From an optimization exercise on the open Yosys and OpenROAD flow, aimed at small area and a short achievable clock period; shortcuts taken in it are not production practice.
Where RTL was checked, it was by simulation tests only, not by an equivalence proof against the original.
Power and IR drop assume default switching activity.

==> inputs of build 32 <==
==> flow/design.v (excerpt) <==
module mac_16bit(out_rounded,md,mr,clk,rst);
output reg [26:0] out_rounded;
input [15:0] md,mr;
input clk,rst;
reg [15:0] MD;
reg [7:0] ONE, TWO, NEG;         
reg [84:0] P;                  
reg [39:0] acc;
reg [8:0] k;       
reg clr;           
reg z1;            
reg r1, z2;        
wire zero = !rst | clr;
wire [16:0] mrx = {mr, 1'b0};
wire [7:0] one_n, two_n, neg_n;
genvar g;
generate for (g = 0; g < 8; g = g + 1) begin : enc
  assign one_n[g] = mrx[2*g+1] ^ mrx[2*g];
  assign two_n[g] = (mrx[2*g+2] & ~mrx[2*g+1] & ~mrx[2*g]) | (~mrx[2*g+2] & mrx[2*g+1] & mrx[2*g]);
  assign neg_n[g] = mrx[2*g+2] & ~(mrx[2*g+1] & mrx[2*g]);
end endgenerate
wire [16:0] pp0 = (({17{ONE[0]}} & {MD[15], MD}) | ({17{TWO[0]}} & {MD, 1'b0})) ^ {17{NEG[0]}};
wire ns0 = ~pp0[16];
wire [16:0] pp1 = (({17{ONE[1]}} & {MD[15], MD}) | ({17{TWO[1]}} & {MD, 1'b0})) ^ {17{NEG[1]}};
wire ns1 = ~pp1[16];
wire [16:0] pp2 = (({17{ONE[2]}} & {MD[15], MD}) | ({17{TWO[2]}} & {MD, 1'b0})) ^ {17{NEG[2]}};
wire ns2 = ~pp2[16];
wire [16:0] pp3 = (({17{ONE[3]}} & {MD[15], MD}) | ({17{TWO[3]}} & {MD, 1'b0})) ^ {17{NEG[3]}};
wire ns3 = ~pp3[16];
  ...
clock: 6.9 ns
lec_check: 0
cap_margin: 20
core_margin: 2
core_utilization: 40
slew_margin: 20
run.sh (not shown) runs the stock make flow with config.mk's settings and CLKGATE_MAP_FILE= SYNTH_SCRIPT=/design/flow/synth_recipe.tcl, a recipe that flattens the netlist after the stock synthesis.
==> inputs of trial 6, as changes to build 32 <==
--- a/flow/config.mk
+++ b/flow/config.mk
@@ -8,4 +8,5 @@
 export CAP_MARGIN = 20
 export CORE_MARGIN = 2
 export CORE_UTILIZATION = 40
+export SETUP_SLACK_MARGIN = 3.6
 export SLEW_MARGIN = 20
==> results.cfg <==
[worst_setup_path]
r2r-end = acc[33]$_SDFF_PP0_
worstPathCellList = fa_1, fa_1, ha_1, a21oi_1, o21ai_0, a21oi_1, a21oi_2, nor2_1, nor2_1, a31o_2, fa_1, xnor2_1, nor2_1
required_ns = 7.28
critPathCapture = acc[33]$_SDFF_PP0_

[placement]
dp.cells = 1568

[layout]
nNonClkBuffers = 68
drive_gt1_frac = 0.0551
n_fill_cell = 2900
fin_cells = 1613

[detailed_routing]
route.met2.wl_um = 11500

[pwr]
intPower_uw = 3970
p_total_uw = 6850

[timing]
rsz0062_at_grt = false

[outcome]
status = timing/DRC/antenna clean
Source of the figures above: build 32

==> results.cfg <==
[placement]
dp.cells = 1567
port_buffers = 60

[worst_setup_path]
worstPathCellList = fa_1, fa_1, ha_4, o21ai_1, o21bai_1, a221oi_2, o21ai_2, a21oi_2, a21oi_4, or4_1, and3_1
r2r-end = acc[36]$_SDFF_PP0_
required_ns = 7.30

[pwr]
p_total_uw = 8250
intPower_uw = 4850

[floorplanning]
core_sq_mm = 0.0304

[layout]
nNonClkBuffers = 90

[detailed_routing]
route.met2.wl_um = 12300

[outcome]
status = timing/DRC/antenna clean

[timing]
rsz0062_at_grt = true
Source of the figures above: trial 6

No run of this note included a check of the RTL's function; only the layout flow was run.

---

==> wip/amber: inputs <==
Another version of the RTL of mac_16bit (not shown whole).
Settings: LEC_CHECK=0, CAP_MARGIN=20, CORE_MARGIN=2, CORE_UTILIZATION=40, SETUP_SLACK_MARGIN=4.4, SLEW_MARGIN=20, TNS_END_PERCENT=100; clock period 6.9 ns.
==> wip/willow: changes against wip/amber <==
- SETUP_SLACK_MARGIN: 4.4 -> not set
- TNS_END_PERCENT: 100 -> not set
==> run notes <==
The run finished with no timing, DRC or antenna violations. Number of nets in the finished design: 1,438. In the routed layout, each cell is associated on average with a via count of 5.15. Routability-driven placement finished with a final weighted congestion of 0.834. For this design the total switching power over the nets is 0.00258 W. The final route contains 8,327 vias. In the final routed layout, each cell accounts on average for 16.5 um.

The count of cells resized by post-cts repair is 0, and the met1 demand-to-capacity share in global routing is 23.9%. The HPWL after detailed placement is 18.9 mm, and the count of plain and timing-repair buffers is 67. The run gives 0.00605 W as the total power.

The critical path's most frequent cell was sky130_fd_sc_hd__fa_1. The layout has 19 clock buffers. The clock period could shrink to 3.74 ns. Combinational cells account for 56.9% of the total power. The clock network accounts for 16.1% of the total power. In this run, flip-flops and latches consume 27.0% of the power. Power attributed to combinational cells: 0.00344 W. Walking the worst path, the cells encountered are clkinv_1, xnor2_1, fa_1, fa_1, inv_1, fa_1, fa_1. The worst setup path endpoint was P[39]$_DFF_P_.
That was wip/willow.
==> run notes <==
The count of vias placed by the detailed router was 8,863. The clock buffer count was 17; the count of plain and timing-repair buffers was 199. The share of total power dissipated in sequential elements is 21.9%.

Setup repair after global routing could not meet its margin everywhere. For the number of nets in the finished design, the log shows 1,570. Walking the worst path, the cells encountered are inv_2, fa_1, inv_2, ha_4, o211ai_1, buf_4, a211oi_4, o2111ai_4, a211o_1, a21oi_4, or2_4, fa_2, and2_4. Combinational logic burns 65.1% of the power. By instance count, the cell type seen most on the critical path is sky130_fd_sc_hd__inv_2. The HPWL after detailed placement is 19.2 mm. The power attributed to combinational cells is 0.00479 W.

Summed over all nets, the switching power comes to 0.00310 W. Global routing consumed, on the met1 layer, 25.9% of the routing resources. Power comes to 0.00736 W. Worst setup path endpoint: acc[32]$_SDFF_PP0_. The flow ran to the end and the layout has no timing, DRC or antenna violations. In this run, the clock network consumes 13.0% of the power.
That was wip/amber.

---

==> v20: inputs <==
mac_16bit, a different RTL version from the one above (not shown whole).
==> flow/config.mk <==
export PLATFORM = sky130hd
export DESIGN_NAME = mac_16bit
export DESIGN_NICKNAME = mac_16bit
export VERILOG_FILES = /design/flow/design.v
export SDC_FILE = /design/flow/constraint.sdc
export NUM_CORES = 4
export LEC_CHECK = 0
export CAP_MARGIN = 20
export CORE_MARGIN = 2
export CORE_UTILIZATION = 60
export CTS_CLUSTER_DIAMETER = 100
export CTS_CLUSTER_SIZE = 20
export SETUP_SLACK_MARGIN = 4.15
export SLEW_MARGIN = 20
==> flow/constraint.sdc <==
create_clock -name core_clock -period 6.9 [get_ports {clk}]
set_input_delay 1.3800 -clock core_clock [delete_from_list [all_inputs] [get_ports {clk}]]
set_output_delay 1.3800 -clock core_clock [all_outputs]
set_load 0.01 [all_outputs]
standard.sh (not shown) runs the stock make flow with config.mk's settings and CLKGATE_MAP_FILE= SYNTH_SCRIPT=/design/flow/synth_recipe.tcl, a recipe that flattens the netlist after the stock synthesis.
==> flow/flow/run.sh <==
#!/bin/bash
# The standard layout (the standard.sh), except that the port buffers are
# sky130_fd_sc_hd__buf_2 cells instead of the default delay buffers.
set -euo pipefail
export BUFFER_PORTS_ARGS="-buffer_cell sky130_fd_sc_hd__buf_2"
bash standard.sh > standard.log 2>&1
==> inputs of v31, as changes to v20 <==
==> flow/run.sh (new file) <==
#!/bin/bash
# synth_recipe.tcl (not shown) runs the flow's synth.tcl, then flattens the netlist and writes it again
# the make line also repeats each setting of config.mk as NAME=value (left out here)
make -C /OpenROAD-flow-scripts/flow DESIGN_CONFIG=/design/flow/config.mk WORK_HOME=/design/flow/orfs CLKGATE_MAP_FILE= SYNTH_SCRIPT=/design/flow/synth_recipe.tcl finish
- CORE_UTILIZATION: 60 -> 40
- CTS_CLUSTER_DIAMETER: 100 -> unset
- CTS_CLUSTER_SIZE: 20 -> unset
- SETUP_SLACK_MARGIN: 4.15 -> 4.4
removed: flow/flow/run.sh
removed: flow/standard.sh
==> inputs of v32, as changes to v20 <==
- CTS_CLUSTER_DIAMETER: 100 -> unset
- CTS_CLUSTER_SIZE: 20 -> unset
- TNS_END_PERCENT: unset -> 10
==> comparison <==
v31 went through all stages and came out clean. v20 finished clean. v32 finished with timing, DRC and antenna clean. Cell count, highest first: v31, v32, v20. Flip-flop and latch count is the same in v32 and v31. Between v20 and v31, the lower total power is in v20 (gap about 17%, measured against v31). In sequential power, v20 and v31 hardly differ. Setup slack: v32 < v20 < v31. Design area: v20 is smaller than v32 (2.7%).

==> re-timing with driven ports <==
Ports are ideal in the flow. The routed layouts listed here were re-timed in OpenROAD.
Step 1: set_driving_cell puts a clkbuf_16 on clk and a buf_2 on each other input, an assumption about the parent block.
Step 2 also shifts input and output timing later by t, the mid clock arrival at the registers, as if the neighbouring blocks saw the same clock.
Three values: ideal, step 1, step 2; two values: the first two.
run | shift t [ns] | slack for setup (ns) | worst setup path after step 2 | worst register clock-pin slew, ns | cell pins on the clock port's net
build 32 | 0.558 | 3.205 / 3.205 / 3.205 | register to register | 0.07 / 0.07 | 1
trial 6 | 0.562 | 3.442 / 3.442 / 3.315 | input to register | 0.07 / 0.07 | 1
wip/amber | 0.482 | 3.645 / 3.645 / 3.645 | register to register | 0.08 / 0.08 | 1
wip/willow | 0.484 | 3.161 / 3.161 / 3.161 | register to register | 0.08 / 0.08 | 1
v20 | 0.514 | 4.237 / 4.237 / 3.843 | input to register | 0.08 / 0.08 | 1
v31 | 0.560 | 4.286 / 4.286 / 4.192 | input to register | 0.07 / 0.07 | 1
v32 | 0.556 | 4.159 / 4.159 / 3.814 | input to register | 0.06 / 0.06 | 1
After both steps every run listed still meets setup and hold. For v20, which loses most, drivers alone change the setup slack by 0.000 ns; drivers and shift together by -0.394 ns.
